Context: an optimization exercise on an open-source flow, tuned for small area, a short achievable clock period and few clock cycles per item. The choices shown serve that exercise and are no tape-out recipe.
RTL that was checked went through simulation tests only; none was proved equivalent to the original.
Power figures rest on the tool's default switching activity, not on a simulated workload.

==> zinc <==
==> flow/design.v (excerpt) <==
module norm5_unit #(
    parameter DIMENSIONS    = 5,
    parameter DATA_WIDTH    = 32,
    parameter CORDIC_WIDTH  = 38,
    parameter CORDIC_STAGES = 16,
    parameter ANGLE_WIDTH   = 16
)(
    input                              clk,
    input                              nreset,
    input                              start,
    input  [DIMENSIONS*DATA_WIDTH-1:0] w_in,
    output [DIMENSIONS*DATA_WIDTH-1:0] w_out,
    output                             done
);
export LEC_CHECK = 0
export CAP_MARGIN = 20
export CORE_MARGIN = 2
export CORE_UTILIZATION = 40
export SETUP_SLACK_MARGIN = 5
export SLEW_MARGIN = 20
create_clock -name core_clock -period 10.0 [get_ports {clk}]
standard.sh (not shown) runs the stock make flow with config.mk's settings and CLKGATE_MAP_FILE= SYNTH_SCRIPT=/design/flow/synth_recipe.tcl, a recipe that flattens the netlist after the stock synthesis.
==> flow/flow/run.sh <==
#!/bin/bash
# The standard layout (standard.sh), with the port buffers made of the smallest
# buffer cell (sky130_fd_sc_hd__buf_1) and the timing repair aimed 6.25 ns below the period.
set -euo pipefail
sed -e 's|"\${@:-finish}"|BUFFER_PORTS_ARGS="-buffer_cell sky130_fd_sc_hd__buf_1" "${@:-finish}"|' \
    -e 's|SETUP_SLACK_MARGIN=[0-9.]*|SETUP_SLACK_MARGIN=6.25|' standard.sh > standard_mod.sh
grep -q BUFFER_PORTS_ARGS standard_mod.sh
bash standard_mod.sh > standard.log 2>&1
==> ember (differences from zinc) <==
--- a/flow/design.v
+++ b/flow/design.v
@@ -316,37 +316,36 @@
     localparam OW = 22;      
     localparam CW = W - 6;   
     reg st_idle;    
     reg st_a1;      
     reg st_v;       
     reg st_va;      
     reg st_vb;      
+    reg st_r1l;     
     reg st_r;       
     reg st_ra;      
     reg st_rb;      
     reg st_rc;      
     reg [1:0] p;
     reg [3:0] i;     
-    reg [3:0] yl, yh, xl, xh;    
+    reg [3:0] ix;    
     reg wo3, wo4, wo5;
-    reg s0;          
-    reg ysg;         
-    reg rinx, rcnx, riny, rcny;
     reg done_r;
     reg signed [W-1:0] X, Y;
     reg        f;                
     reg        qf;               
     reg        zf;               
-    reg [OW-1:0] T1;             
+    reg [15:0] T1;               
     reg        n1;               
     reg [OW-1:0] O3, O4, O5;     
     wire [15:0] T2 = O3[15:0];
     wire [15:0] T3 = O4[15:0];
     wire [15:0] T4 = O5[15:0];
-    reg [W-1:0]  RA, RB;         
+    reg [CW-1:0] RA, RB;         
+    reg          RC6;            
     wire [31:0] w1 = w_in[31:0];
     wire [31:0] w2 = w_in[63:32];
     wire [31:0] w3 = w_in[95:64];
     wire [31:0] w4 = w_in[127:96];
     wire [31:0] w5 = w_in[159:128];
     wire [31:0] wsel = st_idle ? w2 :
                        st_a1   ? w1 :
@@ -354,160 +353,111 @@
     wire [W-1:0] ld = {wsel[29:0], 6'b0} ^ {W{wsel[31]}};
     reg [15:0] Tcur;
     always @(*) begin
         case (p)
             2'd0:    Tcur = T4;
             2'd1:    Tcur = T3;
             2'd2:    Tcur = T2;
-            default: Tcur = T1[15:0];
+            default: Tcur = T1;
         endcase
     end
-    wire v4e = st_v & (p == 2'd3) & (i == 4'd14);
-    wire vd  = ~s0 & ysg;
-    wire inx = st_v ? vd : rinx;
-    wire cnx = st_v ? (s0 ? f : ysg) : rcnx;
-    wire iny = st_v ? ~vd : riny;
-    wire cny = st_v ? (s0 ? ~f : ~ysg) : rcny;
-    reg [W-1:0] yt, xt, ysh, xsh;
-    integer b, k;
-    always @(*) begin
-        for (b = 0; b < W; b = b + 1) begin
-            yt[b] = 1'b0; xt[b] = 1'b0;
-            for (k = 0; k < 4; k = k + 1) begin
-                yt[b] = yt[b] | (yl[k] & Y[(b + k > W - 1) ? W - 1 : b + k]);
-                xt[b] = xt[b] | (xl[k] & X[(b + k > W - 1) ? W - 1 : b + k]);
-            end
-        end
-        for (b = 0; b < W; b = b + 1) begin
-            ysh[b] = 1'b0; xsh[b] = 1'b0;
-            for (k = 0; k < 4; k = k + 1) begin
-                ysh[b] = ysh[b] | (yh[k] & yt[(b + 4 * k > W - 1) ? W - 1 : b + 4 * k]);
-                xsh[b] = xsh[b] | (xh[k] & xt[(b + 4 * k > W - 1) ? W - 1 : b + 4 * k]);
-            end
-        end
-    end
+    wire s0  = (i == 4'd0);
+    wire d   = st_v ? (~s0 & Y[W-1]) : (s0 ? Tcur[0] : Tcur[1]);
+    wire inx = d;
+    wire cnx = s0 ? (d ^ f) : d;
+    wire iny = (s0 & ~st_v) ? 1'b0 : ~d;
+    wire cny = s0 ? (st_v ? ~f : f) : ~d;
+    wire signed [W-1:0] ysh = Y >>> i;
+    wire signed [W-1:0] xsh = X >>> ix;
     wire [W:0] xs = {X, 1'b1} + {ysh ^ {W{inx}}, cnx};
     wire [W:0] ys = {Y, 1'b1} + {xsh ^ {W{iny}}, cny};
     wire [W-1:0] xa = xs[W:1];
     wire [W-1:0] ya = ys[W:1];
-    wire [W-1:0] tin = X;
+    wire [W-1:0] tin = st_rb ? Y : X;
     wire [W-1:0] ra, rb;
     gain_comp_rows u_gc (.v(tin), .ra(ra), .rb(rb));
+    wire [6:0] lo = ra[5:0] + rb[5:0];
     always @(posedge clk) begin
-        RA <= ra;
-        RB <= rb;
+        RA  <= ra[W-1:6];
+        RB  <= rb[W-1:6];
+        RC6 <= lo[6];
     end
-    wire [W-1:0]  cs  = RA + RB;
-    wire [CW-1:0] cpa = cs[W-1:6];                 
+    wire [CW:0]   cs  = {RA, 1'b1} + {RB, RC6};
+    wire [CW-1:0] cpa = cs[CW:1];                  
     wire nn = (p == 2'd0) ? T3[0] : (p == 2'd1) ? T2[0] : n1;
     localparam [W-1:0] ONE = 36'h004000000;    
     localparam [W-1:0] MONE = -ONE;
     always @(posedge clk) begin
         if (st_idle | st_a1 | st_va | st_vb)
             X <= ld;
-        else if (v4e)
-            X <= zf ? {W{1'b0}} : ONE;
-        else if (st_v | st_r)
+        else if (st_v | st_r | st_ra)
             X <= xa;
-        else if (st_ra)
-            X <= Y;                          
-        else     
-            X <= {W{1'b0}};
+        else if (st_r1l)
+            X <= zf ? {W{1'b0}} : ONE;
+        else if (st_rb)
+            X <= (p == 2'd3) ? {cpa, 6'b0} : {W{1'b0}};
         if (st_idle)
             Y <= {W{1'b0}};
-        else if (v4e)
-            Y <= zf ? {W{1'b0}} : (f ? MONE : ONE);
-        else if (st_a1 | st_v | st_r | st_va | st_ra)
+        else if (st_a1 | st_v | st_r | st_va)
             Y <= ya;
-        else     
+        else if (st_r1l)
+            Y <= zf ? {W{1'b0}} : (f ? MONE : ONE);
+        else if (st_vb | st_rb | st_rc)
             Y <= {cpa ^ {CW{st_rb & nn & (p != 2'd3)}}, {6{st_rb & nn & (p != 2'd3)}}};
         if (st_idle | st_a1 | st_va) f <= wsel[31];
         else if (st_rb) f <= nn;
         if (st_a1) begin qf <= w1[31] ^ w2[31]; n1 <= w1[31]; end
         else if (st_va) qf <= wsel[31];
         if (st_idle) zf <= ~|w_in;
     end
-    always @(posedge clk) ysg <= ya[W-1];
-    wire [15:0] Tnext = (p == 2'd0) ? T3 : (p == 2'd1) ? T2 : T1[15:0];    
-    reg  nd;
-    always @(*) begin
-        if (st_rb)        nd = Tnext[0];           
-        else if (v4e | (st_r & (p == 2'd0)))
-                          nd = T4[3];              
-        else if (s0)      nd = Tcur[1];            
-        else              nd = Tcur[2];            
-    end
-    wire n0 = st_rb;                               
-    wire nf = st_rb ? nn : f;
-    always @(posedge clk) begin
-        if (st_idle) begin
-            rinx <= 1'b0; rcnx <= 1'b0; riny <= 1'b0; rcny <= wsel[31];
-        end else begin
-            rinx <= nd;
-            rcnx <= n0 ? (nd ^ nf) : nd;
-            riny <= n0 ? 1'b0 : ~nd;
-            rcny <= n0 ? nf : ~nd;
-        end
-    end
-    wire r = (st_v & s0) ? qf : (ysg ^ qf);
+    wire r = (st_v & s0) ? qf : (Y[W-1] ^ qf);
     wire rsh = st_r & ~s0;
     always @(posedge clk) begin
-        if (st_rb && p == 2'd3) T1 <= cpa[OW-1:0];
-        else if ((st_v && p == 2'd0) || (rsh && p == 2'd3)) T1[15:0] <= {r, T1[15:1]};
+        if ((st_v && p == 2'd0) || (rsh && p == 2'd3)) T1 <= {r, T1[15:1]};
         if (wo3) O3 <= cpa[OW-1:0];
         else if ((st_v && p == 2'd1) || (rsh && p == 2'd2)) O3[15:0] <= {r, O3[15:1]};
         if (wo4) O4 <= cpa[OW-1:0];
         else if ((st_v && p == 2'd2) || (rsh && p == 2'd1)) O4[15:0] <= {r, O4[15:1]};
         if (wo5) O5 <= cpa[OW-1:0];
-        else if ((st_v && p == 2'd3) || (rsh && p == 2'd0)) O5[15:0] <= {r, O5[15:1]};
+        else if ((st_v && p == 2'd3) || st_r1l || (rsh && p == 2'd0)) O5[15:0] <= {r, O5[15:1]};
     end
     always @(posedge clk or negedge nreset) begin
         if (~nreset) begin
             st_idle <= 1'b1;
-            st_a1 <= 1'b0; st_v <= 1'b0; st_va <= 1'b0; st_vb <= 1'b0;
+            st_a1 <= 1'b0; st_v <= 1'b0; st_va <= 1'b0; st_vb <= 1'b0; st_r1l <= 1'b0;
             st_r <= 1'b0; st_ra <= 1'b0; st_rb <= 1'b0; st_rc <= 1'b0;
+            p <= 2'd0;
+            i <= 4'd0;
+            ix <= 4'd0;
+            wo3 <= 1'b0; wo4 <= 1'b0; wo5 <= 1'b0;
             done_r <= 1'b0;
         end else begin
             st_idle <= (st_idle & ~start) | st_rc;
             st_a1   <= st_idle & start;
             st_v    <= st_a1 | st_vb | (st_v & ~(i == 4'd15) & ~(p == 2'd3 && i == 4'd14));
             st_va   <= st_v & (i == 4'd15) & (p != 2'd3);
             st_vb   <= st_va;
-            st_r    <= v4e | (st_rb & (p != 2'd3)) | (st_r & (i != 4'd15));
+            st_r1l  <= st_v & (p == 2'd3) & (i == 4'd14);
+            st_r    <= st_r1l | (st_rb & (p != 2'd3)) | (st_r & (i != 4'd15));
             st_ra   <= st_r & (i == 4'd15);
             st_rb   <= st_ra;
             st_rc   <= st_rb & (p == 2'd3);
-            done_r  <= st_rc;
-        end
-    end
-    always @(posedge clk) begin
-        wo5 <= st_rb & (p == 2'd0);
-        wo4 <= st_rb & (p == 2'd1);
-        wo3 <= st_rb & (p == 2'd2);
-        s0 <= st_a1 | st_vb | st_rb | (s0 & ~(st_v | st_r));
-        if (st_a1 | v4e) p <= 2'd0;
-        else if (st_vb | st_rb) p <= p + 2'd1;
-        if (st_idle | st_a1 | st_vb | st_rb) begin      
-            i <= 4'd0;
-            yl <= 4'd1; yh <= 4'd1; xl <= 4'd1; xh <= 4'd1;
-        end else if (v4e) begin
-            i <= 4'd1;
-            yl <= 4'd2; yh <= 4'd1; xl <= 4'd2; xh <= 4'd1;
-        end else if (st_v | st_r) begin
-            i <= i + 4'd1;
-            yl <= {yl[2:0], yl[3]};
-            xl <= {xl[2:0], xl[3]};
-            if (i[1:0] == 2'd3) begin
-                yh <= {yh[2:0], yh[3]};
-                xh <= {xh[2:0], xh[3]};
-            end
+            wo5 <= st_rb & (p == 2'd0);
+            wo4 <= st_rb & (p == 2'd1);
+            wo3 <= st_rb & (p == 2'd2);
+            done_r <= st_rc;
+            if (st_a1 | st_r1l) p <= 2'd0;
+            else if (st_vb | st_rb) p <= p + 2'd1;
+            if (st_a1 | st_vb | st_rb) begin i <= 4'd0; ix <= 4'd0; end
+            else if (st_r1l) begin i <= 4'd1; ix <= 4'd1; end
+            else if (st_v | st_r) begin i <= i + 4'd1; ix <= ix + 4'd1; end
         end
     end
     assign done = done_r;
     wire [OW-1:0] r1 = Y[OW+5:6];
-    wire [OW-1:0] r2 = T1;
+    wire [OW-1:0] r2 = X[OW+5:6];
     assign w_out = {{(32-OW){O5[OW-1]}}, O5,
                     {(32-OW){O4[OW-1]}}, O4,
                     {(32-OW){O3[OW-1]}}, O3,
                     {(32-OW){r2[OW-1]}}, r2,
                     {(32-OW){r1[OW-1]}}, r1};
 endmodule
==> flow/run.sh (new file) <==
#!/bin/bash
# synth_recipe.tcl (not shown) runs the flow's synth.tcl, then flattens the netlist and writes it again
# the make line also repeats each setting of config.mk as NAME=value (left out here)
make -C /OpenROAD-flow-scripts/flow DESIGN_CONFIG=/design/flow/config.mk WORK_HOME=/design/flow/orfs CLKGATE_MAP_FILE= SYNTH_SCRIPT=/design/flow/synth_recipe.tcl finish
==> flow/config.mk (replaced) <==
export PLATFORM = sky130hd
export DESIGN_NAME = norm5_unit
export DESIGN_NICKNAME = norm5_unit
export VERILOG_FILES = /design/flow/design.v
export SDC_FILE = /design/flow/constraint.sdc
export NUM_CORES = 8
export LEC_CHECK = 0
export CAP_MARGIN = 20
export CORE_MARGIN = 2
export CORE_UTILIZATION = 60
export PLACE_DENSITY = 0.75
export SETUP_SLACK_MARGIN = 5
export SLEW_MARGIN = 20
removed: flow/flow/run.sh
removed: flow/standard.sh
==> juniper (differences from zinc) <==
--- a/flow/design.v
+++ b/flow/design.v
@@ -316,21 +316,23 @@
     localparam OW = 22;      
     localparam CW = W - 6;   
     reg st_idle;    
     reg st_a1;      
     reg st_v;       
     reg st_va;      
     reg st_vb;      
+    reg st_r1l;     
     reg st_r;       
     reg st_ra;      
     reg st_rb;      
     reg st_rc;      
     reg [1:0] p;
     reg [3:0] i;     
-    reg [3:0] yl, yh, xl, xh;    
+    reg [1:0] yl, xl;            
+    reg [7:0] yh, xh;            
     reg wo3, wo4, wo5;
     reg s0;          
     reg ysg;         
     reg rinx, rcnx, riny, rcny;
     reg done_r;
     reg signed [W-1:0] X, Y;
     reg        f;                
@@ -357,35 +359,34 @@
         case (p)
             2'd0:    Tcur = T4;
             2'd1:    Tcur = T3;
             2'd2:    Tcur = T2;
             default: Tcur = T1[15:0];
         endcase
     end
-    wire v4e = st_v & (p == 2'd3) & (i == 4'd14);
     wire vd  = ~s0 & ysg;
     wire inx = st_v ? vd : rinx;
     wire cnx = st_v ? (s0 ? f : ysg) : rcnx;
     wire iny = st_v ? ~vd : riny;
     wire cny = st_v ? (s0 ? ~f : ~ysg) : rcny;
     reg [W-1:0] yt, xt, ysh, xsh;
     integer b, k;
     always @(*) begin
         for (b = 0; b < W; b = b + 1) begin
             yt[b] = 1'b0; xt[b] = 1'b0;
-            for (k = 0; k < 4; k = k + 1) begin
+            for (k = 0; k < 2; k = k + 1) begin
                 yt[b] = yt[b] | (yl[k] & Y[(b + k > W - 1) ? W - 1 : b + k]);
                 xt[b] = xt[b] | (xl[k] & X[(b + k > W - 1) ? W - 1 : b + k]);
             end
         end
         for (b = 0; b < W; b = b + 1) begin
             ysh[b] = 1'b0; xsh[b] = 1'b0;
-            for (k = 0; k < 4; k = k + 1) begin
-                ysh[b] = ysh[b] | (yh[k] & yt[(b + 4 * k > W - 1) ? W - 1 : b + 4 * k]);
-                xsh[b] = xsh[b] | (xh[k] & xt[(b + 4 * k > W - 1) ? W - 1 : b + 4 * k]);
+            for (k = 0; k < 8; k = k + 1) begin
+                ysh[b] = ysh[b] | (yh[k] & yt[(b + 2 * k > W - 1) ? W - 1 : b + 2 * k]);
+                xsh[b] = xsh[b] | (xh[k] & xt[(b + 2 * k > W - 1) ? W - 1 : b + 2 * k]);
             end
         end
     end
     wire [W:0] xs = {X, 1'b1} + {ysh ^ {W{inx}}, cnx};
     wire [W:0] ys = {Y, 1'b1} + {xsh ^ {W{iny}}, cny};
     wire [W-1:0] xa = xs[W:1];
     wire [W-1:0] ya = ys[W:1];
@@ -400,43 +401,42 @@
     wire [CW-1:0] cpa = cs[W-1:6];                 
     wire nn = (p == 2'd0) ? T3[0] : (p == 2'd1) ? T2[0] : n1;
     localparam [W-1:0] ONE = 36'h004000000;    
     localparam [W-1:0] MONE = -ONE;
     always @(posedge clk) begin
         if (st_idle | st_a1 | st_va | st_vb)
             X <= ld;
-        else if (v4e)
-            X <= zf ? {W{1'b0}} : ONE;
         else if (st_v | st_r)
             X <= xa;
         else if (st_ra)
             X <= Y;                          
+        else if (st_r1l)
+            X <= zf ? {W{1'b0}} : ONE;
         else     
             X <= {W{1'b0}};
         if (st_idle)
             Y <= {W{1'b0}};
-        else if (v4e)
-            Y <= zf ? {W{1'b0}} : (f ? MONE : ONE);
         else if (st_a1 | st_v | st_r | st_va | st_ra)
             Y <= ya;
+        else if (st_r1l)
+            Y <= zf ? {W{1'b0}} : (f ? MONE : ONE);
         else     
             Y <= {cpa ^ {CW{st_rb & nn & (p != 2'd3)}}, {6{st_rb & nn & (p != 2'd3)}}};
         if (st_idle | st_a1 | st_va) f <= wsel[31];
         else if (st_rb) f <= nn;
         if (st_a1) begin qf <= w1[31] ^ w2[31]; n1 <= w1[31]; end
         else if (st_va) qf <= wsel[31];
         if (st_idle) zf <= ~|w_in;
     end
     always @(posedge clk) ysg <= ya[W-1];
     wire [15:0] Tnext = (p == 2'd0) ? T3 : (p == 2'd1) ? T2 : T1[15:0];    
     reg  nd;
     always @(*) begin
         if (st_rb)        nd = Tnext[0];           
-        else if (v4e | (st_r & (p == 2'd0)))
-                          nd = T4[3];              
+        else if (st_r1l)  nd = T4[2];              
         else if (s0)      nd = Tcur[1];            
         else              nd = Tcur[2];            
     end
     wire n0 = st_rb;                               
     wire nf = st_rb ? nn : f;
     always @(posedge clk) begin
         if (st_idle) begin
@@ -454,55 +454,56 @@
         if (st_rb && p == 2'd3) T1 <= cpa[OW-1:0];
         else if ((st_v && p == 2'd0) || (rsh && p == 2'd3)) T1[15:0] <= {r, T1[15:1]};
         if (wo3) O3 <= cpa[OW-1:0];
         else if ((st_v && p == 2'd1) || (rsh && p == 2'd2)) O3[15:0] <= {r, O3[15:1]};
         if (wo4) O4 <= cpa[OW-1:0];
         else if ((st_v && p == 2'd2) || (rsh && p == 2'd1)) O4[15:0] <= {r, O4[15:1]};
         if (wo5) O5 <= cpa[OW-1:0];
-        else if ((st_v && p == 2'd3) || (rsh && p == 2'd0)) O5[15:0] <= {r, O5[15:1]};
+        else if ((st_v && p == 2'd3) || st_r1l || (rsh && p == 2'd0)) O5[15:0] <= {r, O5[15:1]};
     end
     always @(posedge clk or negedge nreset) begin
         if (~nreset) begin
             st_idle <= 1'b1;
-            st_a1 <= 1'b0; st_v <= 1'b0; st_va <= 1'b0; st_vb <= 1'b0;
+            st_a1 <= 1'b0; st_v <= 1'b0; st_va <= 1'b0; st_vb <= 1'b0; st_r1l <= 1'b0;
             st_r <= 1'b0; st_ra <= 1'b0; st_rb <= 1'b0; st_rc <= 1'b0;
             done_r <= 1'b0;
         end else begin
             st_idle <= (st_idle & ~start) | st_rc;
             st_a1   <= st_idle & start;
             st_v    <= st_a1 | st_vb | (st_v & ~(i == 4'd15) & ~(p == 2'd3 && i == 4'd14));
             st_va   <= st_v & (i == 4'd15) & (p != 2'd3);
             st_vb   <= st_va;
-            st_r    <= v4e | (st_rb & (p != 2'd3)) | (st_r & (i != 4'd15));
+            st_r1l  <= st_v & (p == 2'd3) & (i == 4'd14);
+            st_r    <= st_r1l | (st_rb & (p != 2'd3)) | (st_r & (i != 4'd15));
             st_ra   <= st_r & (i == 4'd15);
             st_rb   <= st_ra;
             st_rc   <= st_rb & (p == 2'd3);
             done_r  <= st_rc;
         end
     end
     always @(posedge clk) begin
         wo5 <= st_rb & (p == 2'd0);
         wo4 <= st_rb & (p == 2'd1);
         wo3 <= st_rb & (p == 2'd2);
-        s0 <= st_a1 | st_vb | st_rb | (s0 & ~(st_v | st_r));
-        if (st_a1 | v4e) p <= 2'd0;
+        s0 <= st_a1 | st_vb | st_rb | (s0 & ~(st_v | st_r | st_r1l));
+        if (st_a1 | st_r1l) p <= 2'd0;
         else if (st_vb | st_rb) p <= p + 2'd1;
         if (st_idle | st_a1 | st_vb | st_rb) begin      
             i <= 4'd0;
-            yl <= 4'd1; yh <= 4'd1; xl <= 4'd1; xh <= 4'd1;
-        end else if (v4e) begin
+            yl <= 2'd1; yh <= 8'd1; xl <= 2'd1; xh <= 8'd1;
+        end else if (st_r1l) begin
             i <= 4'd1;
-            yl <= 4'd2; yh <= 4'd1; xl <= 4'd2; xh <= 4'd1;
+            yl <= 2'd2; yh <= 8'd1; xl <= 2'd2; xh <= 8'd1;
         end else if (st_v | st_r) begin
             i <= i + 4'd1;
-            yl <= {yl[2:0], yl[3]};
-            xl <= {xl[2:0], xl[3]};
-            if (i[1:0] == 2'd3) begin
-                yh <= {yh[2:0], yh[3]};
-                xh <= {xh[2:0], xh[3]};
+            yl <= {yl[0], yl[1]};
+            xl <= {xl[0], xl[1]};
+            if (i[0]) begin
+                yh <= {yh[6:0], yh[7]};
+                xh <= {xh[6:0], xh[7]};
             end
         end
     end
     assign done = done_r;
     wire [OW-1:0] r1 = Y[OW+5:6];
     wire [OW-1:0] r2 = T1;
     assign w_out = {{(32-OW){O5[OW-1]}}, O5,
==> flow/flow/run.sh (replaced) <==
#!/bin/bash
# The standard layout (standard.sh), with the port buffers made of the smallest
# buffer cell (sky130_fd_sc_hd__buf_1) and the timing repair aimed 5.75 ns below the period.
set -euo pipefail
sed -e 's|"\${@:-finish}"|BUFFER_PORTS_ARGS="-buffer_cell sky130_fd_sc_hd__buf_1" "${@:-finish}"|' \
    -e 's|SETUP_SLACK_MARGIN=[0-9.]*|SETUP_SLACK_MARGIN=5.75|' standard.sh > standard_mod.sh
grep -q BUFFER_PORTS_ARGS standard_mod.sh
bash standard_mod.sh > standard.log 2>&1
==> summary of the runs <==
- Synthesized area, lowest first: zinc, juniper, ember.
- In juniper the sequential share of layout area is higher than in zinc, by 1.4 points.
- Between ember and zinc, the lower global-route usage is in zinc (gap 13 points).
- The lowest critical path depth belongs to juniper, the highest to ember.
- Sequential power is about the same in juniper and zinc.
- Between juniper and zinc, the lower combinational power is in juniper (gap about 0.6%, measured against zinc).
- Of zinc and ember, ember has the higher via count (gap about 1.2%, measured against ember).
- In ember the synthesized cell count is higher than in zinc, by about 2.1%.
Testbench counts of zinc, summed over its fixed seeds: cycles 27,648, items 192.
Function not checked in ember and juniper: the RTL went through the layout flow alone.

==> what the ideal ports hide <==
Ports are ideal in the flow. The routed layouts listed here were re-timed in OpenROAD.
Step 1 sets driving cells, clkbuf_16 on the clock port and buf_2 on the other inputs (assumed; they add their load-dependent delay and slew).
Step 2, shift: input delay + t, output delay - t, t = (earliest + latest rising clock arrival at the registers) / 2. This alone moves slack from input paths to output paths.
Three values: ideal ports, drivers, drivers and shift; two values: the first two.
run | shift t [ns] | setup slack, ns | worst slew at a driven data input, ns | pins driven straight from the clock port
zinc | 0.615 | 5.983 / 5.983 / 5.892 | 0.08 | 1
ember | 0.648 | 5.110 / 5.110 / 5.110 | 0.09 | 1
juniper | 0.615 | 5.864 / 5.864 / 5.864 | 0.09 | 1
After both steps every run listed still meets setup and hold. The setup slack of zinc, which loses most, moves by 0.000 ns with the drivers and by -0.091 ns with both steps.
